Context: an optimization exercise on an open-source flow, tuned for small area. The choices shown serve that exercise and are no tape-out recipe. Only simulation tests tie the RTL to the original design; equivalence was not proved. No activity file was given, so power comes from the tool's default toggle rates.

## dds_core
module dds_core(
    input clk,
    input rst,
    input mode,               
    input[1:0] wave_select,   
    input[11:0] freq_ctl,
    output[7:0] dac,
    output[15:0] theo_freq_bcd,
    output[15:0] freq_ctl_bcd
    );
export LEC_CHECK = 0
export ABC_AREA = 1
export CAP_MARGIN = 20
export CORE_MARGIN = 2
export CORE_UTILIZATION = 45
export CTS_BUF_LIST = sky130_fd_sc_hd__clkbuf_8
export CTS_CLUSTER_DIAMETER = 300
export CTS_CLUSTER_SIZE = 50
export GPL_TIMING_DRIVEN = 0
export SLEW_MARGIN = 20
export SYNTH_MEMORY_MAX_BITS = 65536
create_clock -name core_clock -period 15.0 [get_ports {clk}]
standard.sh (not shown) runs the stock make flow with config.mk's settings and CLKGATE_MAP_FILE= SYNTH_SCRIPT=/design/flow/synth_recipe.tcl, a recipe that flattens the netlist after the stock synthesis.
==> flow/flow/run.sh <==
#!/bin/bash
# Standard synthesis, then the combinational logic between the standard
# synthesis's registers is re-mapped by ABC with an area-oriented script
# (registers, their names and cell types are kept as they are); ABC runs
# with eight random seeds, four at a time, and the smallest netlist is kept;
# a second round re-maps that netlist with four more seeds.
# Then the standard ORFS layout from floorplan to finish.
set -euo pipefail
R=$PWD/orfs/results/sky130hd/dds_core/base
bash standard.sh synth > synth.log 2>&1
cp $R/1_2_yosys.v $R/1_2_yosys_std.v
LIB=$FLOW_HOME/platforms/sky130hd/lib/sky130_fd_sc_hd__tt_025C_1v80.lib
DU="$(sed -n "/DONT_USE_CELLS +=/,/^#/p" $FLOW_HOME/platforms/sky130hd/config.mk | grep -o "sky130_fd_sc_hd__[a-z0-9_]*" | sed "s/^/-dont_use /" | tr "\n" " ") -dont_use sky130_fd_sc_hd__fa* -dont_use sky130_fd_sc_hd__ha*"
run_seed() {
  S=$1; IN=$2
  sed "s/@SEED@/$S/" flow/resyn.abc > resyn_$S.abc
  cat > resyn_$S.ys <<EOF
read_liberty -ignore_miss_func $LIB
read_verilog $IN
hierarchy -top $FLOW_TOP
setattr -mod -set keep_hierarchy 1 sky130_fd_sc_hd__*df*
flatten
hierarchy -top $FLOW_TOP
blackbox sky130_fd_sc_hd__*df*
delete t:\$scopeinfo
opt_clean -purge
abc -liberty $LIB $DU -script $PWD/resyn_$S.abc
opt_clean -purge
read_liberty -lib -ignore_miss_func $LIB
hilomap -singleton -hicell sky130_fd_sc_hd__conb_1 HI -locell sky130_fd_sc_hd__conb_1 LO
insbuf -buf sky130_fd_sc_hd__buf_1 A X
splitnets
opt_clean -purge
check -assert
tee -o resyn_stat_$S.log stat -liberty $LIB
write_verilog -noattr -nohex -nodec -noexpr $PWD/resyn_out_$S.v
EOF
  yosys -s resyn_$S.ys > resyn_$S.log 2>&1 || true
}
pick() {
  best=""; bestA=""
  for S in "$@"; do
    A=$(grep -i "chip area for module" resyn_stat_$S.log 2>/dev/null | awk '{print $NF}')
    [ -n "$A" ] || continue
    echo "seed $S area $A" >> resyn_pick.log
    if [ -z "$best" ] || awk "BEGIN{exit !($A < $bestA)}"; then best=$S; bestA=$A; fi
  done
  echo "picked seed $best area $bestA" >> resyn_pick.log
}
# round 1: from the standard synthesis netlist
for S in 0 1 2 3; do run_seed $S $R/1_2_yosys_std.v & done
wait
for S in 4 5 6 7; do run_seed $S $R/1_2_yosys_std.v & done
wait
pick 0 1 2 3 4 5 6 7
cp resyn_out_$best.v resyn_round1.v
# round 2: from the best round-1 netlist; keep it if nothing is smaller
for S in 10 11 12 13; do run_seed $S $PWD/resyn_round1.v & done
wait
pick $best 10 11 12 13
cp resyn_out_$best.v $R/1_2_yosys.v
rm -f $R/1_synth.odb $R/1_synth.sdc
export BUFFER_PORTS_ARGS="-buffer_cell sky130_fd_sc_hd__buf_1"
export CTS_ARGS="-sink_clustering_enable -repair_clock_nets -dont_use_dummy_load -sink_clustering_size 50 -sink_clustering_max_diameter 300 -buf_list sky130_fd_sc_hd__clkbuf_8"
bash standard.sh > layout.log 2>&1
Other scripts of this flow, unchanged in this note and not shown: flow/flow/resyn.abc
Then changed:
--- a/flow/flow/run.sh
+++ b/flow/flow/run.sh
@@ -4,4 +4,4 @@
 # (registers, their names and cell types are kept as they are); ABC runs
-# with eight random seeds, four at a time, and the smallest netlist is kept;
-# a second round re-maps that netlist with four more seeds.
+# with sixteen random seeds, four at a time, and the smallest netlist is kept;
+# a second round re-maps that netlist with eight more seeds.
 # Then the standard ORFS layout from floorplan to finish.
@@ -49,3 +49,3 @@
 }
-# round 1: from the standard synthesis netlist
+# round 1: from the standard synthesis netlist, sixteen seeds
 for S in 0 1 2 3; do run_seed $S $R/1_2_yosys_std.v & done
@@ -54,8 +54,14 @@
 wait
-pick 0 1 2 3 4 5 6 7
+for S in 8 9 20 21; do run_seed $S $R/1_2_yosys_std.v & done
+wait
+for S in 22 23 24 25; do run_seed $S $R/1_2_yosys_std.v & done
+wait
+pick 0 1 2 3 4 5 6 7 8 9 20 21 22 23 24 25
 cp resyn_out_$best.v resyn_round1.v
-# round 2: from the best round-1 netlist; keep it if nothing is smaller
+# round 2: from the best round-1 netlist, eight seeds; keep it if nothing is smaller
 for S in 10 11 12 13; do run_seed $S $PWD/resyn_round1.v & done
 wait
-pick $best 10 11 12 13
+for S in 14 15 16 17; do run_seed $S $PWD/resyn_round1.v & done
+wait
+pick $best 10 11 12 13 14 15 16 17
 cp resyn_out_$best.v $R/1_2_yosys.v
The new run produced a clean layout.
Combinational power is about the same.
Sequential share of layout area does not change.
Via count stays the same.

separate check: timing with driven ports:
In the flow no input, the clock included, has a driving cell. The finished layouts below were timed again as built, in two steps.
Step 1 assumes that a clkbuf_16 drives the clock port and a buf_2 every other input.
Step 2 also shifts input and output timing later by t, the mid clock arrival at the registers, as if the neighbouring blocks saw the same clock.
a / b / c = ideal / step 1 / step 2; a / b = the first two.
run	t, ns	slack for setup (ns)	clock arrival spread, ns	worst register clock-pin slew, ns	worst slew at a driven data input, ns
the first run	0.369	5.078 / 5.043 / 5.412	0.037 / 0.038	0.09 / 0.09	0.03
the second run	0.369	5.078 / 5.043 / 5.412	0.037 / 0.038	0.09 / 0.09	0.03
After both steps every run listed still meets setup and hold.
